This design comes from an exercise in tuning for small area, a short achievable clock period and few clock cycles per item on the open sky130 flow, not from production work. Where RTL was checked, it was by simulation tests only, not by an equivalence proof against the original. Only the layout flow was run in runs 3 to 5; the RTL was not checked for function there. Power is estimated from default activity; no workload was simulated.

===== flow/run.sh =====
#!/bin/bash
# The standard layout, with every port buffered by the smallest buffer
# (sky130_fd_sc_hd__buf_1) and a leaner clock tree.
set -euo pipefail
bash standard.sh BUFFER_PORTS_ARGS="-buffer_cell sky130_fd_sc_hd__buf_1" CTS_ARGS="-sink_clustering_enable -repair_clock_nets -dont_use_dummy_load -buf_list sky130_fd_sc_hd__clkbuf_4 -sink_clustering_size 10" > standard.log 2>&1

===== standard.sh =====
#!/bin/bash
# synth_recipe.tcl (not shown) runs the flow's synth.tcl, then flattens the netlist and writes it again
# the make line also repeats each setting of config.mk as NAME=value (left out here)
make -C /OpenROAD-flow-scripts/flow DESIGN_CONFIG=/design/flow/config.mk WORK_HOME=/design/flow/orfs CLKGATE_MAP_FILE= SYNTH_SCRIPT=/design/flow/synth_recipe.tcl "${@:-finish}"

===== config.mk =====
export PLATFORM = sky130hd
export DESIGN_NAME = multiplier_1
export DESIGN_NICKNAME = multiplier_1
export VERILOG_FILES = /design/flow/design.v
export SDC_FILE = /design/flow/constraint.sdc
export NUM_CORES = 4
export LEC_CHECK = 0
export CAP_MARGIN = 20
export CORE_MARGIN = 2
export CORE_UTILIZATION = 45
export PLACE_DENSITY = 0.65
export SETUP_SLACK_MARGIN = 1.3
export SLEW_MARGIN = 20
export SYNTH_HIERARCHICAL = 1

===== constraint.sdc =====
create_clock -name core_clock -period 5.0 [get_ports {clk}]
set_input_delay 1.0000 -clock core_clock [delete_from_list [all_inputs] [get_ports {clk}]]
set_output_delay 1.0000 -clock core_clock [all_outputs]
set_load 0.01 [all_outputs]

===== design.v =====
module multiplier_1(
    input clk,
    input res_n,
    input start,
    output reg done,
    input [15:0] arg1,
    input [15:0] arg2,
    output reg [31:0] product
    );
    reg busy;                      
    reg [16:0] S, C;               
    reg [7:0] LS, LC;              
    reg [7:0] L;                   
    wire [23:0] hp, hg, hc;
    mul_pg #(24) upg (.a({S[15:0], LS}), .b({C[15:0], LC}), .p(hp), .g(hg));
    mul_pfx #(24, 5) upfx (.p(hp), .g(hg), .c(hc));
    wire [23:0] hi = ~(hp ^ hc);
    wire lc = hi[8] ^ S[0] ^ C[0];    
    wire [7:1] x = busy ? arg2[15:9] : arg2[7:1];
    wire [16:0] i0 = busy ? S : ~{1'b0, arg2[0] ? arg1 : 16'd0};
    wire [16:0] i1 = busy ? C : ~{arg2[8] ? arg1[8:0] : 9'd0, 8'd0};
    wire [6:0] e = ~(busy ? 7'd0 : arg2[8] ? arg1[15:9] : 7'd0);
    wire aci = ~(busy & lc);
    wire [15:0] pp1 = ~(x[1] ? arg1 : 16'd0);
    wire [15:0] pp2 = ~(x[2] ? arg1 : 16'd0);
    wire [15:0] pp3 = ~(x[3] ? arg1 : 16'd0);
    wire [15:0] pp4 = ~(x[4] ? arg1 : 16'd0);
    wire [15:0] pp5 = ~(x[5] ? arg1 : 16'd0);
    wire [15:0] pp6 = ~(x[6] ? arg1 : 16'd0);
    wire [15:0] pp7 = ~(x[7] ? arg1 : 16'd0);
    wire s1;
    wire c2;
    wire s3;
    wire c4;
    wire s5;
    wire c6;
    wire s7;
    wire c8;
    wire s9;
    wire c10;
    wire s11;
    wire c12;
    wire s13;
    wire c14;
    wire s15;
    wire c16;
    wire s17;
    wire c18;
    wire s19;
    wire c20;
    wire s21;
    wire c22;
    wire s23;
    wire c24;
    wire s25;
    wire c26;
    wire s27;
    wire c28;
    wire s29;
    wire c30;
    wire s31;
    wire c32;
    wire s33;
    wire c34;
    wire s35;
    wire c36;
    wire s37;
    wire c38;
    wire s39;
    wire c40;
    wire s41;
    wire c42;
    wire s43;
    wire c44;
    wire s45;
    wire c46;
    wire s47;
    wire c48;
    wire s49;
    wire c50;
    wire s51;
    wire c52;
    wire s53;
    wire c54;
    wire s55;
    wire c56;
    wire s57;
    wire c58;
    wire s59;
    wire c60;
    wire s61;
    wire c62;
    wire s63;
    wire c64;
    wire s65;
    wire c66;
    wire s67;
    wire c68;
    wire s69;
    wire c70;
    wire s71;
    wire c72;
    wire s73;
    wire c74;
    wire s75;
    wire c76;
    wire s77;
    wire c78;
    wire s79;
    wire c80;
    wire s81;
    wire c82;
    wire s83;
    wire c84;
    wire s85;
    wire c86;
    wire s87;
    wire c88;
    wire s89;
    wire c90;
    wire s91;
    wire c92;
    wire s93;
    wire c94;
    wire s95;
    wire c96;
    wire s97;
    wire c98;
    wire s99;
    wire c100;
    wire s101;
    wire c102;
    wire s103;
    wire c104;
    wire s105;
    wire c106;
    wire s107;
    wire c108;
    wire s109;
    wire c110;
    wire s111;
    wire c112;
    wire s113;
    wire c114;
    wire s115;
    wire c116;
    wire s117;
    wire c118;
    wire s119;
    wire c120;
    wire s121;
    wire c122;
    wire s123;
    wire c124;
    wire s125;
    wire c126;
    wire s127;
    wire c128;
    wire s129;
    wire c130;
    wire s131;
    wire c132;
    wire s133;
    wire c134;
    wire s135;
    wire c136;
    wire s137;
    wire c138;
    wire s139;
    wire c140;
    wire s141;
    wire c142;
    wire s143;
    wire c144;
    wire s145;
    wire c146;
    wire s147;
    wire c148;
    wire s149;
    wire c150;
    wire s151;
    wire c152;
    wire s153;
    wire c154;
    wire s155;
    wire c156;
    wire s157;
    wire c158;
    wire s159;
    wire c160;
    wire s161;
    wire c162;
    wire s163;
    wire c164;
    wire s165;
    wire c166;
    wire s167;
    wire c168;
    wire s169;
    wire c170;
    wire s171;
    wire c172;
    wire s173;
    wire c174;
    wire s175;
    wire c176;
    wire s177;
    wire c178;
    wire s179;
    wire c180;
    wire s181;
    wire c182;
    wire s183;
    wire c184;
    wire s185;
    wire c186;
    wire s187;
    wire c188;
    wire s189;
    wire c190;
    wire s191;
    wire c192;
    wire s193;
    wire c194;
    wire s195;
    wire c196;
    wire s197;
    wire c198;
    wire s199;
    wire c200;
    wire s201;
    wire c202;
    wire s203;
    wire c204;
    wire s205;
    wire c206;
    wire s207;
    wire c208;
    wire s209;
    wire c210;
    wire s211;
    wire c212;
    wire s213;
    wire c214;
    wire s215;
    wire c216;
    wire s217;
    wire c218;
    wire s219;
    wire c220;
    wire s221;
    wire c222;
    wire s223;
    wire c224;
    wire s225;
    wire c226;
    mul_fa us1 (.a(pp1[4]), .b(pp2[3]), .c(1'b1), .s(s1), .co(c2));
    mul_fa us3 (.a(pp1[5]), .b(pp2[4]), .c(pp3[3]), .s(s3), .co(c4));
    mul_fa us5 (.a(pp4[2]), .b(pp5[1]), .c(1'b1), .s(s5), .co(c6));
    mul_fa us7 (.a(pp1[6]), .b(pp2[5]), .c(pp3[4]), .s(s7), .co(c8));
    mul_fa us9 (.a(pp4[3]), .b(pp5[2]), .c(pp6[1]), .s(s9), .co(c10));
    mul_fa us11 (.a(pp7[0]), .b(i0[7]), .c(1'b1), .s(s11), .co(c12));
    mul_fa us13 (.a(pp1[7]), .b(pp2[6]), .c(pp3[5]), .s(s13), .co(c14));
    mul_fa us15 (.a(pp4[4]), .b(pp5[3]), .c(pp6[2]), .s(s15), .co(c16));
    mul_fa us17 (.a(pp7[1]), .b(i0[8]), .c(i1[8]), .s(s17), .co(c18));
    mul_fa us19 (.a(pp1[8]), .b(pp2[7]), .c(pp3[6]), .s(s19), .co(c20));
    mul_fa us21 (.a(pp4[5]), .b(pp5[4]), .c(pp6[3]), .s(s21), .co(c22));
    mul_fa us23 (.a(pp7[2]), .b(i0[9]), .c(i1[9]), .s(s23), .co(c24));
    mul_fa us25 (.a(pp1[9]), .b(pp2[8]), .c(pp3[7]), .s(s25), .co(c26));
    mul_fa us27 (.a(pp4[6]), .b(pp5[5]), .c(pp6[4]), .s(s27), .co(c28));
    mul_fa us29 (.a(pp7[3]), .b(i0[10]), .c(i1[10]), .s(s29), .co(c30));
    mul_fa us31 (.a(pp1[10]), .b(pp2[9]), .c(pp3[8]), .s(s31), .co(c32));
    mul_fa us33 (.a(pp4[7]), .b(pp5[6]), .c(pp6[5]), .s(s33), .co(c34));
    mul_fa us35 (.a(pp7[4]), .b(i0[11]), .c(i1[11]), .s(s35), .co(c36));
    mul_fa us37 (.a(pp1[11]), .b(pp2[10]), .c(pp3[9]), .s(s37), .co(c38));
    mul_fa us39 (.a(pp4[8]), .b(pp5[7]), .c(pp6[6]), .s(s39), .co(c40));
    mul_fa us41 (.a(pp7[5]), .b(i0[12]), .c(i1[12]), .s(s41), .co(c42));
    mul_fa us43 (.a(pp1[12]), .b(pp2[11]), .c(pp3[10]), .s(s43), .co(c44));
    mul_fa us45 (.a(pp4[9]), .b(pp5[8]), .c(pp6[7]), .s(s45), .co(c46));
    mul_fa us47 (.a(pp7[6]), .b(i0[13]), .c(i1[13]), .s(s47), .co(c48));
    mul_fa us49 (.a(pp1[13]), .b(pp2[12]), .c(pp3[11]), .s(s49), .co(c50));
    mul_fa us51 (.a(pp4[10]), .b(pp5[9]), .c(pp6[8]), .s(s51), .co(c52));
    mul_fa us53 (.a(pp7[7]), .b(i0[14]), .c(i1[14]), .s(s53), .co(c54));
    mul_fa us55 (.a(pp1[14]), .b(pp2[13]), .c(pp3[12]), .s(s55), .co(c56));
    mul_fa us57 (.a(pp4[11]), .b(pp5[10]), .c(pp6[9]), .s(s57), .co(c58));
    mul_fa us59 (.a(pp7[8]), .b(i0[15]), .c(i1[15]), .s(s59), .co(c60));
    mul_fa us61 (.a(pp1[15]), .b(pp2[14]), .c(pp3[13]), .s(s61), .co(c62));
    mul_fa us63 (.a(pp4[12]), .b(pp5[11]), .c(pp6[10]), .s(s63), .co(c64));
    mul_fa us65 (.a(pp7[9]), .b(i0[16]), .c(i1[16]), .s(s65), .co(c66));
    mul_fa us67 (.a(e[0]), .b(pp2[15]), .c(pp3[14]), .s(s67), .co(c68));
    mul_fa us69 (.a(pp4[13]), .b(pp5[12]), .c(pp6[11]), .s(s69), .co(c70));
    mul_fa us71 (.a(e[1]), .b(pp3[15]), .c(pp4[14]), .s(s71), .co(c72));
    mul_fa us73 (.a(pp1[2]), .b(pp2[1]), .c(1'b1), .s(s73), .co(c74));
    mul_fa us75 (.a(pp1[3]), .b(pp2[2]), .c(pp3[1]), .s(s75), .co(c76));
    mul_fa us77 (.a(pp4[0]), .b(i0[4]), .c(1'b1), .s(s77), .co(c78));
    mul_fa us79 (.a(pp3[2]), .b(pp4[1]), .c(pp5[0]), .s(s79), .co(c80));
    mul_fa us81 (.a(i0[5]), .b(i1[5]), .c(s1), .s(s81), .co(c82));
    mul_fa us83 (.a(pp6[0]), .b(i0[6]), .c(i1[6]), .s(s83), .co(c84));
    mul_fa us85 (.a(c2), .b(s5), .c(s3), .s(s85), .co(c86));
    mul_fa us87 (.a(i1[7]), .b(c6), .c(c4), .s(s87), .co(c88));
    mul_fa us89 (.a(s7), .b(s9), .c(s11), .s(s89), .co(c90));
    mul_fa us91 (.a(c8), .b(c10), .c(c12), .s(s91), .co(c92));
    mul_fa us93 (.a(s13), .b(s15), .c(s17), .s(s93), .co(c94));
    mul_fa us95 (.a(c14), .b(c16), .c(c18), .s(s95), .co(c96));
    mul_fa us97 (.a(s19), .b(s21), .c(s23), .s(s97), .co(c98));
    mul_fa us99 (.a(c20), .b(c22), .c(c24), .s(s99), .co(c100));
    mul_fa us101 (.a(s25), .b(s27), .c(s29), .s(s101), .co(c102));
    mul_fa us103 (.a(c26), .b(c28), .c(c30), .s(s103), .co(c104));
    mul_fa us105 (.a(s31), .b(s33), .c(s35), .s(s105), .co(c106));
    mul_fa us107 (.a(c32), .b(c34), .c(c36), .s(s107), .co(c108));
    mul_fa us109 (.a(s37), .b(s39), .c(s41), .s(s109), .co(c110));
    mul_fa us111 (.a(c38), .b(c40), .c(c42), .s(s111), .co(c112));
    mul_fa us113 (.a(s43), .b(s45), .c(s47), .s(s113), .co(c114));
    mul_fa us115 (.a(c44), .b(c46), .c(c48), .s(s115), .co(c116));
    mul_fa us117 (.a(s49), .b(s51), .c(s53), .s(s117), .co(c118));
    mul_fa us119 (.a(c50), .b(c52), .c(c54), .s(s119), .co(c120));
    mul_fa us121 (.a(s55), .b(s57), .c(s59), .s(s121), .co(c122));
    mul_fa us123 (.a(c56), .b(c58), .c(c60), .s(s123), .co(c124));
    mul_fa us125 (.a(s61), .b(s63), .c(s65), .s(s125), .co(c126));
    mul_fa us127 (.a(pp7[10]), .b(c62), .c(c64), .s(s127), .co(c128));
    mul_fa us129 (.a(s67), .b(c66), .c(s69), .s(s129), .co(c130));
    mul_fa us131 (.a(pp5[13]), .b(pp6[12]), .c(pp7[11]), .s(s131), .co(c132));
    mul_fa us133 (.a(c68), .b(c70), .c(s71), .s(s133), .co(c134));
    mul_fa us135 (.a(e[2]), .b(pp4[15]), .c(pp5[14]), .s(s135), .co(c136));
    mul_fa us137 (.a(pp6[13]), .b(pp7[12]), .c(c72), .s(s137), .co(c138));
    mul_fa us139 (.a(e[3]), .b(pp5[15]), .c(pp6[14]), .s(s139), .co(c140));
    mul_fa us141 (.a(pp1[1]), .b(pp2[0]), .c(1'b1), .s(s141), .co(c142));
    mul_fa us143 (.a(pp3[0]), .b(i0[3]), .c(i1[3]), .s(s143), .co(c144));
    mul_fa us145 (.a(i1[4]), .b(c74), .c(s75), .s(s145), .co(c146));
    mul_fa us147 (.a(c76), .b(c78), .c(s79), .s(s147), .co(c148));
    mul_fa us149 (.a(c80), .b(s83), .c(c82), .s(s149), .co(c150));
    mul_fa us151 (.a(c84), .b(s87), .c(c86), .s(s151), .co(c152));
    mul_fa us153 (.a(c88), .b(s91), .c(c90), .s(s153), .co(c154));
    mul_fa us155 (.a(c92), .b(s95), .c(c94), .s(s155), .co(c156));
    mul_fa us157 (.a(c96), .b(s99), .c(c98), .s(s157), .co(c158));
    mul_fa us159 (.a(c100), .b(s103), .c(c102), .s(s159), .co(c160));
    mul_fa us161 (.a(c104), .b(s107), .c(c106), .s(s161), .co(c162));
    mul_fa us163 (.a(c108), .b(s111), .c(c110), .s(s163), .co(c164));
    mul_fa us165 (.a(c112), .b(s115), .c(c114), .s(s165), .co(c166));
    mul_fa us167 (.a(c116), .b(s119), .c(c118), .s(s167), .co(c168));
    mul_fa us169 (.a(c120), .b(s123), .c(c122), .s(s169), .co(c170));
    mul_fa us171 (.a(c124), .b(s127), .c(c126), .s(s171), .co(c172));
    mul_fa us173 (.a(s131), .b(c128), .c(c130), .s(s173), .co(c174));
    mul_fa us175 (.a(c132), .b(s135), .c(c134), .s(s175), .co(c176));
    mul_fa us177 (.a(pp7[13]), .b(c136), .c(s139), .s(s177), .co(c178));
    mul_fa us179 (.a(e[4]), .b(pp6[15]), .c(pp7[14]), .s(s179), .co(c180));
    mul_fa us181 (.a(i0[0]), .b(i1[0]), .c(1'b1), .s(s181), .co(c182));
    mul_fa us183 (.a(pp1[0]), .b(i0[1]), .c(i1[1]), .s(s183), .co(c184));
    mul_fa us185 (.a(i0[2]), .b(i1[2]), .c(s141), .s(s185), .co(c186));
    mul_fa us187 (.a(c142), .b(s73), .c(s143), .s(s187), .co(c188));
    mul_fa us189 (.a(c144), .b(s77), .c(s145), .s(s189), .co(c190));
    mul_fa us191 (.a(c146), .b(s81), .c(s147), .s(s191), .co(c192));
    mul_fa us193 (.a(c148), .b(s85), .c(s149), .s(s193), .co(c194));
    mul_fa us195 (.a(s89), .b(c150), .c(s151), .s(s195), .co(c196));
    mul_fa us197 (.a(s93), .b(c152), .c(s153), .s(s197), .co(c198));
    mul_fa us199 (.a(s97), .b(c154), .c(s155), .s(s199), .co(c200));
    mul_fa us201 (.a(s101), .b(c156), .c(s157), .s(s201), .co(c202));
    mul_fa us203 (.a(s105), .b(c158), .c(s159), .s(s203), .co(c204));
    mul_fa us205 (.a(s109), .b(c160), .c(s161), .s(s205), .co(c206));
    mul_fa us207 (.a(s113), .b(c162), .c(s163), .s(s207), .co(c208));
    mul_fa us209 (.a(s117), .b(c164), .c(s165), .s(s209), .co(c210));
    mul_fa us211 (.a(s121), .b(c166), .c(s167), .s(s211), .co(c212));
    mul_fa us213 (.a(s125), .b(c168), .c(s169), .s(s213), .co(c214));
    mul_fa us215 (.a(s129), .b(c170), .c(s171), .s(s215), .co(c216));
    mul_fa us217 (.a(s133), .b(c172), .c(s173), .s(s217), .co(c218));
    mul_fa us219 (.a(s137), .b(c174), .c(s175), .s(s219), .co(c220));
    mul_fa us221 (.a(c138), .b(s177), .c(c176), .s(s221), .co(c222));
    mul_fa us223 (.a(c140), .b(s179), .c(c178), .s(s223), .co(c224));
    mul_fa us225 (.a(e[5]), .b(pp7[15]), .c(c180), .s(s225), .co(c226));
    wire [24:0] ra = {1'b1, e[6], s225, s223, s221, s219, s217, s215, s213, s211, s209, s207, s205, s203, s201, s199, s197, s195, s193, s191, s189, s187, s185, s183, s181};
    wire [24:0] rb = {1'b1, c226, c224, c222, c220, c218, c216, c214, c212, c210, c208, c206, c204, c202, c200, c198, c196, c194, c192, c190, c188, c186, c184, c182, aci};
    always @(*) product = {hi[23:0], L};
    always @(posedge clk) begin
        if (!res_n) begin
            done <= 1'b0;
            busy <= 1'b0;
        end else if (!done) begin
            if (busy) begin
                busy <= 1'b0;
                done <= 1'b1;
            end else if (start)
                busy <= 1'b1;
        end
        if (!done) begin
            S <= ra[24:8];
            C <= rb[24:8];
            LS <= ra[7:0];
            LC <= rb[7:0];
            L <= hi[7:0];
        end
    end
endmodule
module mul_pg #(parameter N = 8) (input [N-1:0] a, input [N-1:0] b, output [N-1:0] p, output [N-1:0] g);
    assign p = a ^ b;
    assign g = {a[N-1:1] & b[N-1:1], a[0] | b[0]};
endmodule
module mul_pfx #(parameter N = 8, parameter L = 3) (input [N-1:0] p, input [N-1:0] g, output [N-1:0] c);
    wire [N-1:0] gg [0:L];
    wire [N-1:0] pp [0:L];
    assign gg[0] = g;
    assign pp[0] = {p[N-1:1], 1'b0};
    genvar k, i;
    generate
        for (k = 0; k < L; k = k + 1) begin : lvl
            for (i = 0; i < N; i = i + 1) begin : bt
                if ((i >> k) & 1) begin : op
                    assign gg[k+1][i] = gg[k][i] | (pp[k][i] & gg[k][((i >> k) << k) - 1]);
                    assign pp[k+1][i] = pp[k][i] & pp[k][((i >> k) << k) - 1];
                end else begin : thru
                    assign gg[k+1][i] = gg[k][i];
                    assign pp[k+1][i] = pp[k][i];
                end
            end
        end
    endgenerate
    assign c = {gg[L][N-2:0], 1'b1};
endmodule
module mul_fa(input a, input b, input c, output s, output co);
    assign {co, s} = a + b + c;
endmodule

==> impl_metrics.ini, run 1 <==
[outcome]
result_of_the_run = timing/DRC/antenna clean

[synthesis]
synth_warnings = 8
ys_seq_elements = 58
postSynthAreaPerCell_sq_um = 11.6
syn_area_sq_um = 6100
synth_sequential_area_ratio_pct = 28.2
count_of_distinct_cell_types_in_the_synthesized_netlist = 41
syn-instance-count = 524

[layout]
n_fill_cell = 1193
post_route_cells_drive_above_1_share_pct = 12.0
mostFrequentLayoutCell = nand2_1
final_net_count = 758
post-route-util_pct = 50.8
area_growth_syn_to_layout_pct = 10.3
final_cell_mix = nand2_1, fa_1, buf_1

[timing]
finalHoldWorstSlack_ns = 0.540
skew_ns = 0.0278
period_share_pct = 73.3
relSlewSlack_pct = 59.9
worst_slew_pin_slew_ns = 0.602
hold_violations = 0
setup-violations-final = 0
unrepaired_setup_endpoints_after_global_routing = yes
achievable-frequency_mhz = 273
fin_setup_tns_ns = 0
fin_crit_ns = 3.66
final-max-slew-violation-count = 0

[global_route]
grt_first_pass_wirelength_microns = 23500
grt_start_max_net_pins = 43
number_of_global_route_vias_before_repair = 4526
grt_util_all_layers_pct = 21.7
global_route.overflow_total = 0
antenna_found_initial = 1

[setup_path]
timing.critical_path.arrival_ns = 3.81
worst-path-max-fanout = 9
critPathKind = in -> reg
required_ns = 5.15
startpoint_type = input pin
crit_end_element = flip-flop
count_of_cells_along_the_worst_register_to_register_path = 6

[detailed_routing]
drc_errors = 0
drtAntennaViolNets = 0
num_vias = 4018
drt-pass1-iter-count = 4
post_drt_wl_per_cell_microns = 19.3
routed_wl_microns = 14700
vias_per_cell = 5.28
first_iter_violations = 182

[clock_network]
clock_tree.root_cell = clkbuf_4
clock_tree.buffer_depth = 2
ctsHoldBuffers = 0
clock_tree_from_tritoncts = built
numCtsBuffers = 9
cts_num_sinks = 58
clock_latency_ns = 0.41
htreeDepth = 3
cts.clk_slew.worst_paths_ns = 0.10

[pwr]
power_density_nw_per_um2 = 602
power_leakage_nw = 2.33
worst_ir_drop_vdd_mv = 0.220

[placement]
place.detailed.hpwl_microns = 11400
gp_congestion = 0.858
port-buffer-count = 67

[hold_path]
hold-path-cell-count = 2
timing.hold.worst.class = reg -> reg

[die]
die-height_microns = 120
die_width_microns = 120
std_cell_rows = 42
initial_core_util_pct = 46.1
floorplan.die_area_sq_um = 14500
core_region_area_sq_um = 13200
boundaryPins = 68

[job]
drv.max_cap_violation_count = 0
## per-stage QoR
| step | power, mW | instances | setup WS (ns) | cell area, sq um |
|---|---|---|---|---|
| after global placement | 3.47 | 743 | 0.943 | 6440 |
| after floorplan | 2.77 | 531 | 1.31 | 6130 |
| after CTS | 3.88 | 754 | 1.26 | 6560 |
| after global routing | 4.42 | 761 | 1.24 | 6730 |
| final | 4.05 | 761 | 1.34 | 6730 |
| after detailed placement | 3.55 | 743 | 0.811 | 6440 |
## worst max-delay path: stages
cell,delay (ns)
buf_1,0.35
nor2b_2,0.39
nand2_1,0.13
fa_1,0.56
fa_1,0.47
fa_1,0.51
fa_1,0.40
## report_power, final
part / internal, mW / leakage, nW / switching [mW]
logic: 1.29 / 1.72 / 1.51
registers: 0.872 / 0.567 / 0.132
clock network: 0.0834 / 0.0414 / 0.157
total: 2.25 / 2.33 / 1.80
## area by class of cell
| cell class | instances | area (sq um) | area share (%) |
|---|---|---|---|
| clock buffers | 9 | 67.6 | 1.00 |
| well taps | 176 | 220 | 3.27 |
| inverters | 5 | 18.8 | 0.279 |
| multi-input cells | 433 | 4340 | 64.5 |
| repair buffers | 79 | 358 | 5.32 |
| diodes | 1 | 2.50 | 0.0372 |
| flip-flops and latches | 58 | 1720 | 25.6 |
## cells by family (layout without fill, tap and decap cells)
family          after synthesis  count (layout)  synth area share [%]
other cells                   2              10                 0.123
xor+xnor                     26              26                  3.73
buf+inv                      40              93                  3.42
fa+ha+maj                   137             137                  42.0
flops                        58              58                  28.2
mux                          15              15                  2.89
simple gates                190             190                  13.9
compound gates               56              56                  5.76
## Yosys cell counts
cell type	count	area [sq um]
a211o_1	1	8.76
a21boi_0	2	15.0
a21o_1	14	105
a21oi_1	26	130
a221o_1	1	10.0
a22oi_2	1	12.5
a31o_2	2	17.5
and2b_1	1	7.51
and3_1	3	18.8
and4_1	2	17.5
buf_1	16	60.1
buf_2	7	35.0
buf_4	2	15.0
buf_6	4	45.0
buf_8	1	15.0
clkbuf_1	4	15.0
clkbuf_2	1	5.00
conb_1	2	7.51
dfxtp_1	2	40.0
edfxtp_1	56	1680
fa_1	113	2260
ha_1	24	300
inv_1	5	18.8
mux2_2	13	146
mux2_4	2	30.0
nand2_1	136	510
nand2_2	1	6.26
nand2b_1	6	37.5
nand3_1	2	10.0
nand3b_1	1	7.51
nor2_1	5	18.8
nor2b_1	25	156
nor3_1	1	5.00
o21a_1	1	7.51
o21ai_0	4	20.0
o21ai_1	2	10.0
o21ai_2	1	8.76
o22ai_1	1	6.26
or2_2	2	12.5
or2b_1	5	37.5
xnor2_1	26	228
## per-layer routing
metal	wire length [microns]	track usage (%)	part of all wire [%]	vias to the layer above
met1	6020	27.8	41	2061
li1	-	-	-	1818
met3	734	4.20	5.0	13
met2	7690	36.9	52	126
met5	0	0	0	-
met4	259	7.56	1.8	0
## worst paths after layout
kind	from	end	slack (ns)
setup / recovery	arg2[8]	S[10]	1.34
hold reg to reg	done	busy	0.54
hold / removal	done	busy	0.54
setup reg to reg	busy	LS[7]	1.43
## per-module statistics from Yosys (local to each module, per instance), excerpt
module        cells  flip-flops and latches  area (sq um)  times used
multiplier_1    317                      58          3110           1
mul_fa            1                       0          20.0         113
## timing repair
| action | CTS | global route |
|---|---|---|
| pin swaps | 8 | 11 |
| resized for setup | 11 | 23 |
| buffers inserted | 2 | 6 |
| endpoints found under the setup margin | 10 | 23 |
## sequential cells by signal (all words and copies together) (netlist names)
register  cells
LS            8
S            16
LC            8
C            16
busy          1
L             8
done          1
Testbench counts, summed over its fixed seeds: cycles 568, items 192.
==> run 2: changes to the inputs <==
--- a/config.mk
+++ b/config.mk
@@ -7,8 +7,8 @@
 export LEC_CHECK = 0
 export CAP_MARGIN = 20
 export CORE_MARGIN = 2
-export CORE_UTILIZATION = 45
-export PLACE_DENSITY = 0.65
+export CORE_UTILIZATION = 65
+export PLACE_DENSITY = 0.8
 export SETUP_SLACK_MARGIN = 1.3
 export SLEW_MARGIN = 20
 export SYNTH_HIERARCHICAL = 1
==> impl_metrics.ini, run 2 <==
[synthesis]
ys_seq_elements = 58
postSynthAreaPerCell_sq_um = 11.6
syn-instance-count = 524
synth.most_common_cell = nand2_1
synth_flop_cell = edfxtp_1
count_of_distinct_cell_types_in_the_synthesized_netlist = 41
yosys-top-cells-area = fa_1, edfxtp_1, nand2_1
syn_area_sq_um = 6100
post_synth_edffs = 56
synth_warnings = 8
synthArstFlopShare_pct = 0
synth_sequential_area_ratio_pct = 28.2
synth_commonest_cells = nand2_1, fa_1, edfxtp_1, a21oi_1, xnor2_1
synth_largest_area_cell = fa_1
synth.top_cell.area_share_pct = 37.1

[timing]
finalHoldWorstSlack_ns = 0.537
period_share_pct = 72.4
fin_crit_ns = 3.62
achievable-frequency_mhz = 276
hold_violations = 0
worst_slew_pin_slew_ns = 0.574
fin_setup_tns_ns = 0
skew_ns = 0.0410
final-max-slew-violation-count = 0
setup-violations-final = 0
unrepaired_setup_endpoints_after_global_routing = yes
relSlewSlack_pct = 61.7

[global_route]
grt_first_pass_wirelength_microns = 22900
global_route.overflow_total = 0
antenna_found_initial = 0
grt_util_all_layers_pct = 30.5
number_of_global_route_vias_before_repair = 4451
grt_start_max_net_pins = 39

[die]
floorplan.die_area_sq_um = 10200
die-height_microns = 101
boundaryPins = 68
core_region_area_sq_um = 9150
std_cell_rows = 35
die_width_microns = 101
initial_core_util_pct = 66.7

[layout]
final_cell_mix = nand2_1, fa_1, buf_1
post_route_cells_drive_above_1_share_pct = 8.16
post-route-util_pct = 71.0
area_growth_syn_to_layout_pct = 6.46
top_regs = C: 16 flops, S: 16 flops
mostFrequentLayoutCell = nand2_1
final_net_count = 750
finalNonFillerCells = 687
antenna_cells_inserted = 0

[pwr]
power_leakage_nw = 2.25
power_density_nw_per_um2 = 589
worst_ir_drop_vdd_mv = 0.265

[detailed_routing]
vias_per_cell = 6.12
routed_wl_microns = 14200
first_iter_violations = 333
drc_errors = 0
drt-pass1-iter-count = 5
post_drt_wl_per_cell_microns = 20.7
drtAntennaViolNets = 0
num_vias = 4203

[setup_path]
crit_end_element = output port
required_ns = 4.00
startpoint_type = flip-flop
worst-path-max-fanout = 4
critPathKind = reg -> out
timing.critical_path.arrival_ns = 2.62

[placement]
dp.cells = 676
port-buffer-count = 67
place.detailed.hpwl_microns = 11000
gp_congestion = 0.914

[job]
drv.max_cap_violation_count = 0

[outcome]
result_of_the_run = timing/DRC/antenna clean

[clock_network]
htreeDepth = 3
ctsHoldBuffers = 0
clock_tree_from_tritoncts = built
clock_tree.buffer_depth = 2
clock_tree.root_cell = clkbuf_4
clock_latency_ns = 0.42
cts_num_sinks = 58
numCtsBuffers = 9
cts.clk_slew.worst_paths_ns = 0.12

[hold_path]
timing.hold.worst.class = reg -> reg
==> run 2: cell count changes in the layout (fill, tap and decap cells not counted), sizes merged <==
| cell | delta |
|---|---|
| diode | -1 |
| buf | -5 |
| clkbuf | -3 |
==> run 2: metal layers <==
| metal | share of wire [%] | wire length (microns) | up-vias | global-route usage [%] |
|---|---|---|---|---|
| met5 | 0 | 0 | - | 0 |
| met4 | 4.0 | 572 | 0 | 13.6 |
| met3 | 6.9 | 977 | 43 | 5.06 |
| met2 | 53 | 7580 | 231 | 53.1 |
| met1 | 36 | 5100 | 2120 | 37.7 |
| li1 | - | - | 1809 | - |
==> run 2: cell families (layout without fill, tap and decap cells) <==
group | after synthesis | in the layout | share of synthesized area, %
AND/OR/NAND/NOR | 190 | 190 | 13.9
adder cells (fa/ha/maj) | 137 | 137 | 42.0
flip-flops | 58 | 58 | 28.2
AO/OA/AOI/OAI | 56 | 56 | 5.76
buffers and inverters | 40 | 85 | 3.42
XOR/XNOR | 26 | 26 | 3.73
multiplexers | 15 | 15 | 2.89
other | 2 | 9 | 0.123
==> run 2: final timing paths <==
kind | endpoint | cells after the start | slack [ns] | startpoint
max reg2reg | S[6] | 6 | 1.43 | busy
max | product[23] | 8 | 1.38 | LS[1]
min reg2reg | busy | 2 | 0.54 | done
min | busy | 2 | 0.54 | done
==> run 2: report_power, final <==
| group | switching (mW) | total [mW] | internal [mW] |
|---|---|---|---|
| Sequential | 0.141 | 1.01 | 0.872 |
| Combinational | 1.43 | 2.57 | 1.14 |
| Clock | 0.156 | 0.239 | 0.0835 |
==> run 2: modules after synthesis (local to each module, per instance), a selection <==
module	cells inside	copies in the design	flops+latches
multiplier_1	317	1	58
mul_fa	1	113	0
==> run 2: layout make-up <==
type                       count  area (sq um)
fill                         655          2660
timing repair buffer          71           284
tap                          111           139
sequential                    58          1720
clock buffer                   9          67.6
inverter                       5          18.8
multi-input combinational    433          4260
==> run 2: what timing repair did <==
action | in CTS | in global routing
endpoints found under the hold margin | 0 | 0
pin swaps | 0 | 5
buffers inserted | 0 | 2
gates resized for setup | 6 | 6
setup endpoints to repair | 11 | 15
==> run 2: through the flow <==
| stage | power [mW] | cell area [sq um] | setup WS, ns |
|---|---|---|---|
| 5_1_grt | 4.16 | 6500 | 1.24 |
| 6_report | 3.83 | 6500 | 1.38 |
| 4_1_cts | 3.76 | 6430 | 1.29 |
| 2_1_floorplan | 2.77 | 6130 | 1.31 |
| 3_5_place_dp | 3.51 | 6340 | 0.818 |
| 3_3_place_gp | 3.38 | 6340 | 0.950 |
==> run 2: critical path: stages, from the launching register on <==
cell and delay, ns:
edfxtp_1 0.44, ha_4 0.27, a21o_1 0.20, a22oi_2 0.31, o21ai_2 0.11, a21o_1 0.24
a221o_1 0.32, xnor2_1 0.16, clkbuf_2 0.15
==> run 3: changes to the inputs <==
--- a/design.v
+++ b/design.v
@@ -254,12 +254,12 @@
     wire c224;
     wire s225;
     wire c226;
-    mul_fa us1 (.a(pp1[4]), .b(pp2[3]), .c(1'b1), .s(s1), .co(c2));
+    mul_hai us1 (.a(pp1[4]), .b(pp2[3]), .s(s1), .co(c2));
     mul_fa us3 (.a(pp1[5]), .b(pp2[4]), .c(pp3[3]), .s(s3), .co(c4));
-    mul_fa us5 (.a(pp4[2]), .b(pp5[1]), .c(1'b1), .s(s5), .co(c6));
+    mul_hai us5 (.a(pp4[2]), .b(pp5[1]), .s(s5), .co(c6));
     mul_fa us7 (.a(pp1[6]), .b(pp2[5]), .c(pp3[4]), .s(s7), .co(c8));
     mul_fa us9 (.a(pp4[3]), .b(pp5[2]), .c(pp6[1]), .s(s9), .co(c10));
-    mul_fa us11 (.a(pp7[0]), .b(i0[7]), .c(1'b1), .s(s11), .co(c12));
+    mul_hai us11 (.a(pp7[0]), .b(i0[7]), .s(s11), .co(c12));
     mul_fa us13 (.a(pp1[7]), .b(pp2[6]), .c(pp3[5]), .s(s13), .co(c14));
     mul_fa us15 (.a(pp4[4]), .b(pp5[3]), .c(pp6[2]), .s(s15), .co(c16));
     mul_fa us17 (.a(pp7[1]), .b(i0[8]), .c(i1[8]), .s(s17), .co(c18));
@@ -290,9 +290,9 @@
     mul_fa us67 (.a(e[0]), .b(pp2[15]), .c(pp3[14]), .s(s67), .co(c68));
     mul_fa us69 (.a(pp4[13]), .b(pp5[12]), .c(pp6[11]), .s(s69), .co(c70));
     mul_fa us71 (.a(e[1]), .b(pp3[15]), .c(pp4[14]), .s(s71), .co(c72));
-    mul_fa us73 (.a(pp1[2]), .b(pp2[1]), .c(1'b1), .s(s73), .co(c74));
+    mul_hai us73 (.a(pp1[2]), .b(pp2[1]), .s(s73), .co(c74));
     mul_fa us75 (.a(pp1[3]), .b(pp2[2]), .c(pp3[1]), .s(s75), .co(c76));
-    mul_fa us77 (.a(pp4[0]), .b(i0[4]), .c(1'b1), .s(s77), .co(c78));
+    mul_hai us77 (.a(pp4[0]), .b(i0[4]), .s(s77), .co(c78));
     mul_fa us79 (.a(pp3[2]), .b(pp4[1]), .c(pp5[0]), .s(s79), .co(c80));
     mul_fa us81 (.a(i0[5]), .b(i1[5]), .c(s1), .s(s81), .co(c82));
     mul_fa us83 (.a(pp6[0]), .b(i0[6]), .c(i1[6]), .s(s83), .co(c84));
@@ -324,7 +324,7 @@
     mul_fa us135 (.a(e[2]), .b(pp4[15]), .c(pp5[14]), .s(s135), .co(c136));
     mul_fa us137 (.a(pp6[13]), .b(pp7[12]), .c(c72), .s(s137), .co(c138));
     mul_fa us139 (.a(e[3]), .b(pp5[15]), .c(pp6[14]), .s(s139), .co(c140));
-    mul_fa us141 (.a(pp1[1]), .b(pp2[0]), .c(1'b1), .s(s141), .co(c142));
+    mul_hai us141 (.a(pp1[1]), .b(pp2[0]), .s(s141), .co(c142));
     mul_fa us143 (.a(pp3[0]), .b(i0[3]), .c(i1[3]), .s(s143), .co(c144));
     mul_fa us145 (.a(i1[4]), .b(c74), .c(s75), .s(s145), .co(c146));
     mul_fa us147 (.a(c76), .b(c78), .c(s79), .s(s147), .co(c148));
@@ -344,7 +344,7 @@
     mul_fa us175 (.a(c132), .b(s135), .c(c134), .s(s175), .co(c176));
     mul_fa us177 (.a(pp7[13]), .b(c136), .c(s139), .s(s177), .co(c178));
     mul_fa us179 (.a(e[4]), .b(pp6[15]), .c(pp7[14]), .s(s179), .co(c180));
-    mul_fa us181 (.a(i0[0]), .b(i1[0]), .c(1'b1), .s(s181), .co(c182));
+    mul_hai us181 (.a(i0[0]), .b(i1[0]), .s(s181), .co(c182));
     mul_fa us183 (.a(pp1[0]), .b(i0[1]), .c(i1[1]), .s(s183), .co(c184));
     mul_fa us185 (.a(i0[2]), .b(i1[2]), .c(s141), .s(s185), .co(c186));
     mul_fa us187 (.a(c142), .b(s73), .c(s143), .s(s187), .co(c188));
@@ -415,6 +415,16 @@
     endgenerate
     assign c = {gg[L][N-2:0], 1'b1};
 endmodule
+module mul_hai(input a, input b, output s, output co);
+    mul_xnor ux (.a(a), .b(b), .y(s));
+    mul_or uo (.a(a), .b(b), .y(co));
+endmodule
+module mul_xnor(input a, input b, output y);
+    assign y = ~(a ^ b);
+endmodule
+module mul_or(input a, input b, output y);
+    assign y = a | b;
+endmodule
 module mul_fa(input a, input b, input c, output s, output co);
     assign {co, s} = a + b + c;
 endmodule
--- a/config.mk
+++ b/config.mk
@@ -7,8 +7,8 @@
 export LEC_CHECK = 0
 export CAP_MARGIN = 20
 export CORE_MARGIN = 2
-export CORE_UTILIZATION = 65
-export PLACE_DENSITY = 0.8
+export CORE_UTILIZATION = 55
+export PLACE_DENSITY = 0.75
 export SETUP_SLACK_MARGIN = 1.3
 export SLEW_MARGIN = 20
 export SYNTH_HIERARCHICAL = 1
==> impl_metrics.ini, run 3 <==
[pwr]
p_comb_share_pct = 67.5
p_switching_mw = 1.70
power_density_nw_per_um2 = 577
worst_ir_drop_vdd_mv = 0.336
seq_power_share_pct = 26.2
power_leakage_nw = 2.21
power.clock.fraction_pct = 6.3
internal_portion_of_total_power_mw = 2.06
power_switching_share_pct = 45.2
total_power_mw = 3.76

[synthesis]
ys_seq_elements = 58
synth.most_common_cell = nand2_1
syn-instance-count = 531
synth_largest_area_cell = fa_1
yosys-top-cells-area = fa_1, edfxtp_1, nand2_1
synthArstFlopShare_pct = 0
synth.top_cell.area_share_pct = 35.0
count_of_distinct_cell_types_in_the_synthesized_netlist = 42
synth_sequential_area_ratio_pct = 28.4
synth_warnings = 8
synth_commonest_cells = nand2_1, fa_1, edfxtp_1, xnor2_1, a21oi_1
postSynthAreaPerCell_sq_um = 11.4
synth_flop_cell = edfxtp_1
post_synth_edffs = 56
syn_area_sq_um = 6070

[global_route]
globalRoute.busiestLayer = met2
met1_routing_resource_usage_after_global_routing_pct = 30.5
global_route.overflow_total = 0
number_of_global_route_vias_before_repair = 4661
gr_met2_demand_resource_pct = 47.3
antenna_found_initial = 0
grt.met3_usage_pct = 4.00
grt_first_pass_wirelength_microns = 22900
grt_start_max_net_pins = 43
grt_util_all_layers_pct = 26.3

[timing]
layout_setup_ws_ns = 1.37
unrepaired_setup_endpoints_after_global_routing = yes
skew_ns = 0.0388
worst_slew_pin_slew_ns = 0.537
fin_crit_ns = 3.63
period_share_pct = 72.7
relSlewSlack_pct = 64.2
setup-violations-final = 0
achievable-frequency_mhz = 275
fin_setup_tns_ns = 0
hold_violations = 0
finalHoldWorstSlack_ns = 0.525
final-max-slew-violation-count = 0

[detailed_routing]
routed_wl_microns = 14600
first_iter_violations = 268
num_vias = 4234
drt-pass1-iter-count = 5
vias_per_cell = 5.89
post_drt_wl_per_cell_microns = 20.2
drc_errors = 0
drtAntennaViolNets = 0

[setup_path]
crit_end_element = output port
worst-path-max-fanout = 3
required_ns = 4.00
timing.critical_path.arrival_ns = 2.63
launch_instance_of_the_worst_register_to_register_path = busy
cp-startpoint = S[0]
critPathKind = reg -> out
startpoint_type = flip-flop

[clock_network]
clock_tree_from_tritoncts = built
cts.clk_slew.worst_paths_ns = 0.11
clock_tree.root_cell = clkbuf_4
numCtsBuffers = 9
clock_tree.buffer_depth = 2
cts_num_sinks = 58
clock_latency_ns = 0.42
htreeDepth = 3

[layout]
post_route_cells_drive_above_1_share_pct = 8.48
top_regs = C: 16 flops, S: 16 flops
postLayoutCellArea_sq_um = 6510
mostFrequentLayoutCell = nand2_1
final_cell_mix = nand2_1, fa_1, buf_1
area_growth_syn_to_layout_pct = 7.36
post-route-util_pct = 60.4
final_net_count = 745
finalNonFillerCells = 719

[placement]
port-buffer-count = 67
dpl-instance-area_sq_um = 6330
dp.cells = 706
post-place-ws_ns = 0.753
gp_congestion = 0.854
place.detailed.hpwl_microns = 11100

[die]
initial_core_util_pct = 56.2
die_width_microns = 109
die-height_microns = 109
core_region_area_sq_um = 10800
boundaryPins = 68
std_cell_rows = 38
floorplan.die_area_sq_um = 11900

[hold_path]
timing.hold.worst.class = reg -> reg
min-delay-start = done

[outcome]
result_of_the_run = timing/DRC/antenna clean

[job]
drv.max_cap_violation_count = 0
==> run 3: cell types whose count changed in the layout (fill, tap and decap cells not counted), sizes merged <==
cell / delta
or2: +7
conb: -7
diode: +1
xnor2: +7
buf: +2
fa: -7
==> run 3: area by class of cell <==
cell class                 instances  area, sq um
antenna                            1         2.50
fill                             863         4280
sequential                        58         1720
tap                              140          175
multi-input combinational        433         4220
timing repair buffer              73          307
clock buffer                       9         67.6
inverter                           5         18.8
==> run 3: power groups by stage <==
stage                     clock network (mW)  logic (mW)  registers [mW]
after floorplan                            0        1.75           0.951
after global placement                     0        2.33           0.984
after detailed placement                   0        2.45           0.986
after CTS                              0.239        2.46           0.976
after global routing                   0.257        2.81            1.00
final                                  0.237        2.54           0.985
==> run 3: timing repair <==
action,in CTS,in global routing
setup buffers,0,3
endpoints found under the setup margin,10,24
pin swaps,0,5
hold buffers,0,0
gates resized for setup,2,19
cloned,0,0
==> run 3: cells by family after synthesis <==
kind of cell	Yosys count	share of synthesized area, %
fa+ha+maj	130	39.9
buf+inv	40	3.44
flops	58	28.4
compound gates	56	5.80
xor+xnor	33	4.76
simple gates	197	14.7
mux	15	2.91
other cells	2	0.124
==> run 3: per-layer routing <==
layer	wire [microns]	vias to the layer above
li1	-	1824
met1	5350	2161
met2	7750	197
met3	832	52
met4	622	0
met5	0	-
==> run 3: worst paths after layout <==
path / to / slack, ns / cells past startpoint
max reg2reg: S[1] / 1.57 / 6
max: product[30] / 1.37 / 8
min: busy / 0.52 / 2
min reg2reg: busy / 0.52 / 2
==> run 3: Yosys stat by module (local to each module, per instance), excerpt <==
module	cell area (sq um)	flops+latches
mul_fa	20.0	0
multiplier_1	3110	58
mul_or	6.26	0
mul_xnor	8.76	0
==> run 3: critical path: stages, from the launching register on <==
cell      delay [ns]
edfxtp_1        0.50
ha_1            0.38
and4_1          0.26
nand3b_1        0.14
o22ai_4         0.26
o21ai_2         0.11
a21boi_0        0.22
xnor2_1         0.17
buf_1           0.17
==> run 4: changes to the inputs <==
--- a/design.v
+++ b/design.v
@@ -11,10 +11,7 @@
     reg [16:0] S, C;               
     reg [7:0] LS, LC;              
     reg [7:0] L;                   
-    wire [23:0] hp, hg, hc;
-    mul_pg #(24) upg (.a({S[15:0], LS}), .b({C[15:0], LC}), .p(hp), .g(hg));
-    mul_pfx #(24, 5) upfx (.p(hp), .g(hg), .c(hc));
-    wire [23:0] hi = ~(hp ^ hc);
+    wire [24:0] hi = ~({S, LS} + {C, LC} + 1'b1);
     wire lc = hi[8] ^ S[0] ^ C[0];    
     wire [7:1] x = busy ? arg2[15:9] : arg2[7:1];
     wire [16:0] i0 = busy ? S : ~{1'b0, arg2[0] ? arg1 : 16'd0};
@@ -254,12 +251,12 @@
     wire c224;
     wire s225;
     wire c226;
-    mul_hai us1 (.a(pp1[4]), .b(pp2[3]), .s(s1), .co(c2));
+    mul_fa us1 (.a(pp1[4]), .b(pp2[3]), .c(pp3[2]), .s(s1), .co(c2));
     mul_fa us3 (.a(pp1[5]), .b(pp2[4]), .c(pp3[3]), .s(s3), .co(c4));
-    mul_hai us5 (.a(pp4[2]), .b(pp5[1]), .s(s5), .co(c6));
+    mul_fa us5 (.a(pp4[2]), .b(pp5[1]), .c(pp6[0]), .s(s5), .co(c6));
     mul_fa us7 (.a(pp1[6]), .b(pp2[5]), .c(pp3[4]), .s(s7), .co(c8));
     mul_fa us9 (.a(pp4[3]), .b(pp5[2]), .c(pp6[1]), .s(s9), .co(c10));
-    mul_hai us11 (.a(pp7[0]), .b(i0[7]), .s(s11), .co(c12));
+    mul_fa us11 (.a(pp7[0]), .b(i0[7]), .c(i1[7]), .s(s11), .co(c12));
     mul_fa us13 (.a(pp1[7]), .b(pp2[6]), .c(pp3[5]), .s(s13), .co(c14));
     mul_fa us15 (.a(pp4[4]), .b(pp5[3]), .c(pp6[2]), .s(s15), .co(c16));
     mul_fa us17 (.a(pp7[1]), .b(i0[8]), .c(i1[8]), .s(s17), .co(c18));
@@ -290,15 +287,15 @@
     mul_fa us67 (.a(e[0]), .b(pp2[15]), .c(pp3[14]), .s(s67), .co(c68));
     mul_fa us69 (.a(pp4[13]), .b(pp5[12]), .c(pp6[11]), .s(s69), .co(c70));
     mul_fa us71 (.a(e[1]), .b(pp3[15]), .c(pp4[14]), .s(s71), .co(c72));
-    mul_hai us73 (.a(pp1[2]), .b(pp2[1]), .s(s73), .co(c74));
+    mul_fa us73 (.a(pp1[2]), .b(pp2[1]), .c(pp3[0]), .s(s73), .co(c74));
     mul_fa us75 (.a(pp1[3]), .b(pp2[2]), .c(pp3[1]), .s(s75), .co(c76));
-    mul_hai us77 (.a(pp4[0]), .b(i0[4]), .s(s77), .co(c78));
-    mul_fa us79 (.a(pp3[2]), .b(pp4[1]), .c(pp5[0]), .s(s79), .co(c80));
-    mul_fa us81 (.a(i0[5]), .b(i1[5]), .c(s1), .s(s81), .co(c82));
-    mul_fa us83 (.a(pp6[0]), .b(i0[6]), .c(i1[6]), .s(s83), .co(c84));
-    mul_fa us85 (.a(c2), .b(s5), .c(s3), .s(s85), .co(c86));
-    mul_fa us87 (.a(i1[7]), .b(c6), .c(c4), .s(s87), .co(c88));
-    mul_fa us89 (.a(s7), .b(s9), .c(s11), .s(s89), .co(c90));
+    mul_fa us77 (.a(pp4[0]), .b(i0[4]), .c(i1[4]), .s(s77), .co(c78));
+    mul_fa us79 (.a(pp4[1]), .b(pp5[0]), .c(i0[5]), .s(s79), .co(c80));
+    mul_fa us81 (.a(i1[5]), .b(s1), .c(1'b1), .s(s81), .co(c82));
+    mul_fa us83 (.a(i0[6]), .b(i1[6]), .c(c2), .s(s83), .co(c84));
+    mul_fa us85 (.a(s3), .b(s5), .c(1'b1), .s(s85), .co(c86));
+    mul_fa us87 (.a(c4), .b(c6), .c(s7), .s(s87), .co(c88));
+    mul_fa us89 (.a(s9), .b(s11), .c(1'b1), .s(s89), .co(c90));
     mul_fa us91 (.a(c8), .b(c10), .c(c12), .s(s91), .co(c92));
     mul_fa us93 (.a(s13), .b(s15), .c(s17), .s(s93), .co(c94));
     mul_fa us95 (.a(c14), .b(c16), .c(c18), .s(s95), .co(c96));
@@ -324,12 +321,12 @@
     mul_fa us135 (.a(e[2]), .b(pp4[15]), .c(pp5[14]), .s(s135), .co(c136));
     mul_fa us137 (.a(pp6[13]), .b(pp7[12]), .c(c72), .s(s137), .co(c138));
     mul_fa us139 (.a(e[3]), .b(pp5[15]), .c(pp6[14]), .s(s139), .co(c140));
-    mul_hai us141 (.a(pp1[1]), .b(pp2[0]), .s(s141), .co(c142));
-    mul_fa us143 (.a(pp3[0]), .b(i0[3]), .c(i1[3]), .s(s143), .co(c144));
-    mul_fa us145 (.a(i1[4]), .b(c74), .c(s75), .s(s145), .co(c146));
+    mul_fa us141 (.a(pp1[1]), .b(pp2[0]), .c(i0[2]), .s(s141), .co(c142));
+    mul_fa us143 (.a(i0[3]), .b(i1[3]), .c(s73), .s(s143), .co(c144));
+    mul_fa us145 (.a(c74), .b(s75), .c(s77), .s(s145), .co(c146));
     mul_fa us147 (.a(c76), .b(c78), .c(s79), .s(s147), .co(c148));
     mul_fa us149 (.a(c80), .b(s83), .c(c82), .s(s149), .co(c150));
-    mul_fa us151 (.a(c84), .b(s87), .c(c86), .s(s151), .co(c152));
+    mul_fa us151 (.a(c84), .b(c86), .c(s87), .s(s151), .co(c152));
     mul_fa us153 (.a(c88), .b(s91), .c(c90), .s(s153), .co(c154));
     mul_fa us155 (.a(c92), .b(s95), .c(c94), .s(s155), .co(c156));
     mul_fa us157 (.a(c96), .b(s99), .c(c98), .s(s157), .co(c158));
@@ -344,11 +341,11 @@
     mul_fa us175 (.a(c132), .b(s135), .c(c134), .s(s175), .co(c176));
     mul_fa us177 (.a(pp7[13]), .b(c136), .c(s139), .s(s177), .co(c178));
     mul_fa us179 (.a(e[4]), .b(pp6[15]), .c(pp7[14]), .s(s179), .co(c180));
-    mul_hai us181 (.a(i0[0]), .b(i1[0]), .s(s181), .co(c182));
+    mul_fa us181 (.a(i0[0]), .b(i1[0]), .c(aci), .s(s181), .co(c182));
     mul_fa us183 (.a(pp1[0]), .b(i0[1]), .c(i1[1]), .s(s183), .co(c184));
-    mul_fa us185 (.a(i0[2]), .b(i1[2]), .c(s141), .s(s185), .co(c186));
-    mul_fa us187 (.a(c142), .b(s73), .c(s143), .s(s187), .co(c188));
-    mul_fa us189 (.a(c144), .b(s77), .c(s145), .s(s189), .co(c190));
+    mul_fa us185 (.a(i1[2]), .b(s141), .c(1'b1), .s(s185), .co(c186));
+    mul_fa us187 (.a(c142), .b(s143), .c(1'b1), .s(s187), .co(c188));
+    mul_fa us189 (.a(c144), .b(s145), .c(1'b1), .s(s189), .co(c190));
     mul_fa us191 (.a(c146), .b(s81), .c(s147), .s(s191), .co(c192));
     mul_fa us193 (.a(c148), .b(s85), .c(s149), .s(s193), .co(c194));
     mul_fa us195 (.a(s89), .b(c150), .c(s151), .s(s195), .co(c196));
@@ -368,7 +365,7 @@
     mul_fa us223 (.a(c140), .b(s179), .c(c178), .s(s223), .co(c224));
     mul_fa us225 (.a(e[5]), .b(pp7[15]), .c(c180), .s(s225), .co(c226));
     wire [24:0] ra = {1'b1, e[6], s225, s223, s221, s219, s217, s215, s213, s211, s209, s207, s205, s203, s201, s199, s197, s195, s193, s191, s189, s187, s185, s183, s181};
-    wire [24:0] rb = {1'b1, c226, c224, c222, c220, c218, c216, c214, c212, c210, c208, c206, c204, c202, c200, c198, c196, c194, c192, c190, c188, c186, c184, c182, aci};
+    wire [24:0] rb = {1'b1, c226, c224, c222, c220, c218, c216, c214, c212, c210, c208, c206, c204, c202, c200, c198, c196, c194, c192, c190, c188, c186, c184, c182, 1'b1};
     always @(*) product = {hi[23:0], L};
     always @(posedge clk) begin
         if (!res_n) begin
@@ -390,41 +387,6 @@
         end
     end
 endmodule
-module mul_pg #(parameter N = 8) (input [N-1:0] a, input [N-1:0] b, output [N-1:0] p, output [N-1:0] g);
-    assign p = a ^ b;
-    assign g = {a[N-1:1] & b[N-1:1], a[0] | b[0]};
-endmodule
-module mul_pfx #(parameter N = 8, parameter L = 3) (input [N-1:0] p, input [N-1:0] g, output [N-1:0] c);
-    wire [N-1:0] gg [0:L];
-    wire [N-1:0] pp [0:L];
-    assign gg[0] = g;
-    assign pp[0] = {p[N-1:1], 1'b0};
-    genvar k, i;
-    generate
-        for (k = 0; k < L; k = k + 1) begin : lvl
-            for (i = 0; i < N; i = i + 1) begin : bt
-                if ((i >> k) & 1) begin : op
-                    assign gg[k+1][i] = gg[k][i] | (pp[k][i] & gg[k][((i >> k) << k) - 1]);
-                    assign pp[k+1][i] = pp[k][i] & pp[k][((i >> k) << k) - 1];
-                end else begin : thru
-                    assign gg[k+1][i] = gg[k][i];
-                    assign pp[k+1][i] = pp[k][i];
-                end
-            end
-        end
-    endgenerate
-    assign c = {gg[L][N-2:0], 1'b1};
-endmodule
-module mul_hai(input a, input b, output s, output co);
-    mul_xnor ux (.a(a), .b(b), .y(s));
-    mul_or uo (.a(a), .b(b), .y(co));
-endmodule
-module mul_xnor(input a, input b, output y);
-    assign y = ~(a ^ b);
-endmodule
-module mul_or(input a, input b, output y);
-    assign y = a | b;
-endmodule
 module mul_fa(input a, input b, input c, output s, output co);
     assign {co, s} = a + b + c;
 endmodule
==> flow/run.sh (replaced) <==
#!/bin/bash
# The standard layout, with every port buffered by the smallest buffer
# (sky130_fd_sc_hd__buf_1) and a leaner clock tree.
set -euo pipefail
bash standard.sh BUFFER_PORTS_ARGS="-buffer_cell sky130_fd_sc_hd__buf_1" CTS_ARGS="-sink_clustering_enable -repair_clock_nets -dont_use_dummy_load -buf_list sky130_fd_sc_hd__clkbuf_8" > standard.log 2>&1
==> impl_metrics.ini, run 4 <==
[timing]
unrepaired_setup_endpoints_after_global_routing = yes
fin_crit_ns = 4.07
final-max-slew-violation-count = 0
period_share_pct = 81.3
setup-violations-final = 0
skew_ns = 0.0172
layout_setup_ws_ns = 0.934
hold_violations = 0
achievable-frequency_mhz = 246
fin_setup_tns_ns = 0
worst_slew_pin_slew_ns = 0.638
relSlewSlack_pct = 57.4

[pwr]
internal_portion_of_total_power_mw = 2.59
power_density_nw_per_um2 = 676
p_comb_share_pct = 71.8
seq_power_share_pct = 21.2
worst_ir_drop_vdd_mv = 0.436
p_switching_mw = 2.11
power.clock.fraction_pct = 7.0
power_switching_share_pct = 44.9
power_leakage_nw = 2.48

[placement]
dp.cells = 728
post-place-ws_ns = 0.795
place.detailed.hpwl_microns = 11400
port-buffer-count = 67
gp_congestion = 0.902
dpl-instance-area_sq_um = 6520

[die]
initial_core_util_pct = 56.6
core_region_area_sq_um = 10900
die_width_microns = 110
std_cell_rows = 38
floorplan.die_area_sq_um = 12100
boundaryPins = 68
die-height_microns = 110

[clock_network]
clock_latency_ns = 0.36
cts_num_sinks = 57
clock_tree.root_cell = clkbuf_8
clock_tree.buffer_depth = 2
cts.clk_slew.worst_paths_ns = 0.07
htreeDepth = 3
clock_tree_from_tritoncts = built
numCtsBuffers = 9

[synthesis]
synthArstFlopShare_pct = 0
synth_flop_cell = edfxtp_1
synth_sequential_area_ratio_pct = 27.4
syn_area_sq_um = 6170
count_of_distinct_cell_types_in_the_synthesized_netlist = 41
synth_commonest_cells = nand2_1, fa_1, edfxtp_1, a21oi_1, nor2b_1
post_synth_edffs = 55
synth.top_cell.area_share_pct = 37.0
synth_warnings = 7
yosys-top-cells-area = fa_1, edfxtp_1, nand2_1
synth_largest_area_cell = fa_1
syn-instance-count = 546
synth.most_common_cell = nand2_1
ys_seq_elements = 57
postSynthAreaPerCell_sq_um = 11.3

[layout]
finalNonFillerCells = 756
top_regs = C: 16 flops, S: 16 flops
final_cell_mix = nand2_1, fa_1, edfxtp_1
antenna_cells_inserted = 0
post_route_cells_drive_above_1_share_pct = 14.6
postLayoutCellArea_sq_um = 6960
mostFrequentLayoutCell = nand2_1
final_net_count = 789
multi_input_comb_area_sq_um = 4450
area_growth_syn_to_layout_pct = 12.9
n_fill_cell = 839
seqCellArea_sq_um = 1690

[outcome]
result_of_the_run = timing/DRC/antenna clean

[detailed_routing]
num_vias = 4437
drtAntennaViolNets = 0
first_iter_violations = 386
post_drt_wl_per_cell_microns = 20.6
routed_wl_microns = 15600
drt-pass1-iter-count = 5
vias_per_cell = 5.87
drc_errors = 0

[global_route]
grt_util_all_layers_pct = 27.9
antenna_found_initial = 0
number_of_global_route_vias_before_repair = 4837
global_route.overflow_total = 0
grt_first_pass_wirelength_microns = 24600
grt_start_max_net_pins = 37

[setup_path]
crit_end_element = output port
launch_instance_of_the_worst_register_to_register_path = busy
critPathSlowestCell = edfxtp_1
startpoint_type = flip-flop
required_ns = 4.00
critPathKind = reg -> out
worst-path-max-fanout = 3
timing.critical_path.arrival_ns = 3.07
worst_path_dominant_cell_family = compound AO/OA/AOI/OAI gates
worst-path-buf-inv = 3
cp-startpoint = LS[1]
cp_slowest_stage_delay_ns = 0.36
worst_path_cell_trace = inv_1 > ha_2 > inv_2 > fa_2 > a21o_2 > a311o_1 > a31oi_4 > a21oi_4 > a31o_4 > o41ai_4 > xor2_1 > buf_2

[job]
drv.max_cap_violation_count = 0

[hold_path]
timing.hold.worst.class = reg -> reg
min-delay-start = done
[run 4: cell type report]
type	instances	share of cell area (%)
flip-flops and latches	57	24.3
well taps	140	2.52
inverters	9	0.485
repair buffers	89	6.94
clock buffers	9	1.78
multi-input cells	452	64.0
[run 4: worst min-delay path, stage by stage (launching register included)]
cell	delay (ns)
dfxtp_1	0.34
nand2_1	0.07
a21boi_0	0.07
[run 4: routing by layer]
metal / GRT usage (%) / part of all wire, % / up-vias
li1: - / - / 1925
met1: 36.1 / 38 / 2193
met2: 47.6 / 51 / 283
met3: 4.51 / 8.8 / 36
met4: 10.3 / 2.4 / 0
met5: 0 / 0 / -
[run 4: cells by family (layout without fill, tap and decap cells)]
group | Yosys count | in the layout | synth area share (%)
other | 1 | 7 | 0.0608
buffers and inverters | 43 | 107 | 2.74
xor gates and xnor gates | 24 | 24 | 3.63
DFF | 57 | 57 | 27.4
and+or+nand+nor | 198 | 198 | 13.9
muxes | 15 | 15 | 2.74
adders and majority gates | 136 | 136 | 41.5
AOI/OAI and AO/OA | 72 | 72 | 8.00
[run 4: worst paths after layout]
path | slack [ns] | to | cells after the start
worst max register to register | 1.45 | S[0] | 7
worst min register to register | 0.52 | busy | 2
worst min-delay path | 0.52 | busy | 2
worst max-delay path | 0.93 | product[29] | 12
[run 4: per-module statistics from Yosys, one instance, submodules excluded]
module,times used,area [sq um]
mul_fa,113,20.0
multiplier_1,1,3900
[run 4: repair_timing]
action | 4_1_cts | 5_1_grt
buffers inserted | 13 | 6
hold buffers | 0 | 0
resized for setup | 38 | 20
pin swaps | 12 | 9
setup endpoints to repair | 29 | 18
[run 4: stage by stage]
stage / utilization, % / hold slack (ns) / total power [mW]
floorplan: - / 0.521 / 2.97
detailed placement: 59.8 / 0.520 / 3.77
finish: 63.9 / 0.518 / 4.71
global placement: 59.7 / 0.495 / 3.63
CTS: 62.9 / 0.523 / 4.47
global route: 63.9 / 0.539 / 5.09
[run 4: power by group through the flow]
stage	clock network (mW)	logic, mW	registers (mW)
detailed placement	0	2.76	1.01
global route	0.344	3.72	1.02
CTS	0.328	3.15	0.999
finish	0.328	3.38	0.999
global placement	0	2.63	1.00
floorplan	0	2.01	0.957
==> run 5: changes to the inputs <==
--- a/config.mk
+++ b/config.mk
@@ -9,6 +9,6 @@
 export CORE_MARGIN = 2
 export CORE_UTILIZATION = 55
 export PLACE_DENSITY = 0.75
-export SETUP_SLACK_MARGIN = 1.3
+export SETUP_SLACK_MARGIN = 1.2
 export SLEW_MARGIN = 20
 export SYNTH_HIERARCHICAL = 1
==> impl_metrics.ini, run 5 <==
[die]
floorplan.die_area_sq_um = 12100
die-height_microns = 110
boundaryPins = 68
die_width_microns = 110
std_cell_rows = 38
initial_core_util_pct = 56.6
core_region_area_sq_um = 10900

[synthesis]
ys_seq_elements = 57
synth.most_common_cell = nand2_1
synth.top_cell.area_share_pct = 37.0
synth_sequential_area_ratio_pct = 27.4
syn-instance-count = 546
count_of_distinct_cell_types_in_the_synthesized_netlist = 41
yosys-top-cells-area = fa_1, edfxtp_1, nand2_1
syn_area_sq_um = 6170
postSynthAreaPerCell_sq_um = 11.3
synthArstFlopShare_pct = 0
synth_largest_area_cell = fa_1
synth_flop_cell = edfxtp_1
synth_warnings = 7
post_synth_edffs = 55
synth_commonest_cells = nand2_1, fa_1, edfxtp_1, a21oi_1, nor2b_1

[timing]
layout_setup_ws_ns = 1.02
unrepaired_setup_endpoints_after_global_routing = yes
fin_setup_tns_ns = 0
worst_slew_pin_slew_ns = 0.714
fin_crit_ns = 3.98
hold_violations = 0
achievable-frequency_mhz = 251
skew_ns = 0.0162
final-max-slew-violation-count = 0
setup-violations-final = 0
relSlewSlack_pct = 52.4
period_share_pct = 79.6

[global_route]
grt_start_max_net_pins = 56
gr_met2_demand_resource_pct = 43.7
grt.met3_usage_pct = 5.87
antenna_found_initial = 0
grt_util_all_layers_pct = 26.2
grt_first_pass_wirelength_microns = 23100
global_route.overflow_total = 0
globalRoute.busiestLayer = met2
number_of_global_route_vias_before_repair = 4543
met1_routing_resource_usage_after_global_routing_pct = 34.0

[job]
drv.max_cap_violation_count = 0

[placement]
gp_congestion = 0.906
post-place-ws_ns = 0.840
place.detailed.hpwl_microns = 11300
port-buffer-count = 67

[layout]
area_growth_syn_to_layout_pct = 10.9
post_route_cells_drive_above_1_share_pct = 12.6
top_regs = C: 16 flops, S: 16 flops
mostFrequentLayoutCell = nand2_1
final_cell_mix = nand2_1, fa_1, edfxtp_1
final_net_count = 784
n_fill_cell = 866
antenna_cells_inserted = 0

[setup_path]
worst-path-buf-inv = 3
crit_end_element = output port
cp-startpoint = LC[1]
launch_instance_of_the_worst_register_to_register_path = busy
critPathSlowestCell = edfxtp_1
worstSetupPathDepth = 12
rr_endpoint = S[3]
worst-path-max-fanout = 3
startpoint_type = flip-flop
timing.critical_path.arrival_ns = 2.98
regToRegSetupSlack_ns = 1.44
worstSetupEndpoint = product[29]
worst_path_dominant_cell_family = compound AO/OA/AOI/OAI gates
cp_slowest_stage_delay_ns = 0.40
worst_path_cell_trace = inv_2 > ha_4 > inv_2 > fa_2 > a21o_2 > a311o_1 > a31oi_4 > a21oi_4 > a31o_4 > o41ai_4 > xor2_1 > buf_2
critPathKind = reg -> out
worst_path_most_repeated_cell = inv_2
required_ns = 4.00
count_of_cells_along_the_worst_register_to_register_path = 6

[pwr]
power_density_nw_per_um2 = 650
worst_ir_drop_vdd_mv = 0.513
power_leakage_nw = 2.41

[detailed_routing]
first_iter_violations = 316
drt-pass1-iter-count = 5
post_drt_wl_per_cell_microns = 19.6
vias_per_cell = 5.72
drc_errors = 0
drtAntennaViolNets = 0
routed_wl_microns = 14700
num_vias = 4295

[clock_network]
clock_latency_ns = 0.35
numCtsBuffers = 9
clock_tree.buffer_depth = 2
cts.clk_slew.worst_paths_ns = 0.06
clock_tree_from_tritoncts = built
cts_num_sinks = 57
htreeDepth = 3
clock_tree.root_cell = clkbuf_8

[outcome]
result_of_the_run = timing/DRC/antenna clean

[hold_path]
timing.hold.worst.class = reg -> reg
min-delay-start = done
-- run 5: metal layers --
layer / vias to the layer above / routed length, microns
met1: 2163 / 5920
met2: 183 / 7440
met5: - / 0
met4: 0 / 277
met3: 28 / 1060
li1: 1921 / -
-- run 5: worst min-delay path by stage --
stage,endpoint,slack [ns],depth (start not counted)
5_1_grt,busy,0.58,2
2_1_floorplan,busy,0.52,2
3_5_place_dp,busy,0.53,2
3_3_place_gp,busy,0.50,2
4_1_cts,busy,0.53,2
6_report,busy,0.53,2
-- run 5: final cells by class --
class,count,area (sq um),area share [%]
multi-input cells,452,4410,64.5
flip-flops and latches,57,1690,24.8
repair buffers,84,403,5.89
well taps,140,175,2.56
clock buffers,9,124,1.81
inverters,9,33.8,0.494
-- run 5: repair_timing --
item	in CTS	in global routing
hold buffers	0	0
gates resized for setup	23	18
buffers inserted	8	5
setup endpoints to repair	15	32
pin swaps	15	4
hold endpoints to repair	0	0
-- run 5: kinds of logic (layout without fill, tap and decap cells) --
family | Yosys count | after routing | synth area share, %
fa+ha+maj | 136 | 136 | 41.5
other cells | 1 | 7 | 0.0608
buf+inv | 43 | 102 | 2.74
compound gates | 72 | 72 | 8.00
flops | 57 | 57 | 27.4
mux | 15 | 15 | 2.74
xor+xnor | 24 | 24 | 3.63
simple gates | 198 | 198 | 13.9
-- run 5: worst reg2reg max path, delay by kind of cell (launching register included) --
kind / cells / cell delay, ns
fa+ha+maj: 4 / 2.00
simple gates: 1 / 0.16
flops: 1 / 0.60
mux: 1 / 0.53
-- run 5: metrics by stage --
stage | cells | hold slack, ns | total power [mW] | util (%) | instance area (sq um)
6_report | 751 | 0.529 | 4.44 | 62.8 | 6840
5_1_grt | 751 | 0.576 | 4.81 | 62.8 | 6840
4_1_cts | 746 | 0.532 | 4.30 | 62.0 | 6750
3_5_place_dp | 729 | 0.532 | 3.77 | 59.8 | 6510
3_3_place_gp | 729 | 0.497 | 3.64 | 59.8 | 6510
2_1_floorplan | 552 | 0.521 | 2.97 | - | 6190
-- run 5: power breakdown --
group	switching [mW]	internal [mW]
registers	0.133	0.866
clock network	0.163	0.159
logic	1.71	1.41
-- run 5: Yosys stat by module (local to each module, per instance) --
module	cells inside	flip-flops and latches
multiplier_1	433	57
mul_fa	1	0

port drivers added, routing unchanged:
No port has a modelled driver above. Below, the same layouts with a new extraction and two added sets of constraints. Step 1, drivers: a clkbuf_16 drives clk and a buf_2 each remaining input, both assumed. Step 2 moves the port delays by t, midway between the first and last clock arrival at a register: inputs arrive t later, outputs are due t later. That takes back most of the time a late clock gives input paths. Slacks: ideal ports / drivers / drivers and shift; pairs: ideal ports / drivers.
| run | t (ns) | setup slack, ns | latest minus earliest clock arrival (ns) |
|---|---|---|---|
| run 1 | 0.429 | 1.335 / 1.317 / 0.887 | 0.028 / 0.029 |
| run 2 | 0.428 | 1.380 / 1.350 / 1.007 | 0.041 / 0.042 |
| run 3 | 0.432 | 1.366 / 1.334 / 0.949 | 0.039 / 0.039 |
| run 4 | 0.382 | 0.934 / 0.900 / 1.054 | 0.020 / 0.020 |
| run 5 | 0.379 | 1.022 / 0.990 / 0.927 | 0.024 / 0.024 |
After both steps setup and hold are still met in every run listed. The setup slack of run 1, which loses most, moves by -0.018 ns with the drivers and by -0.448 ns with both steps.
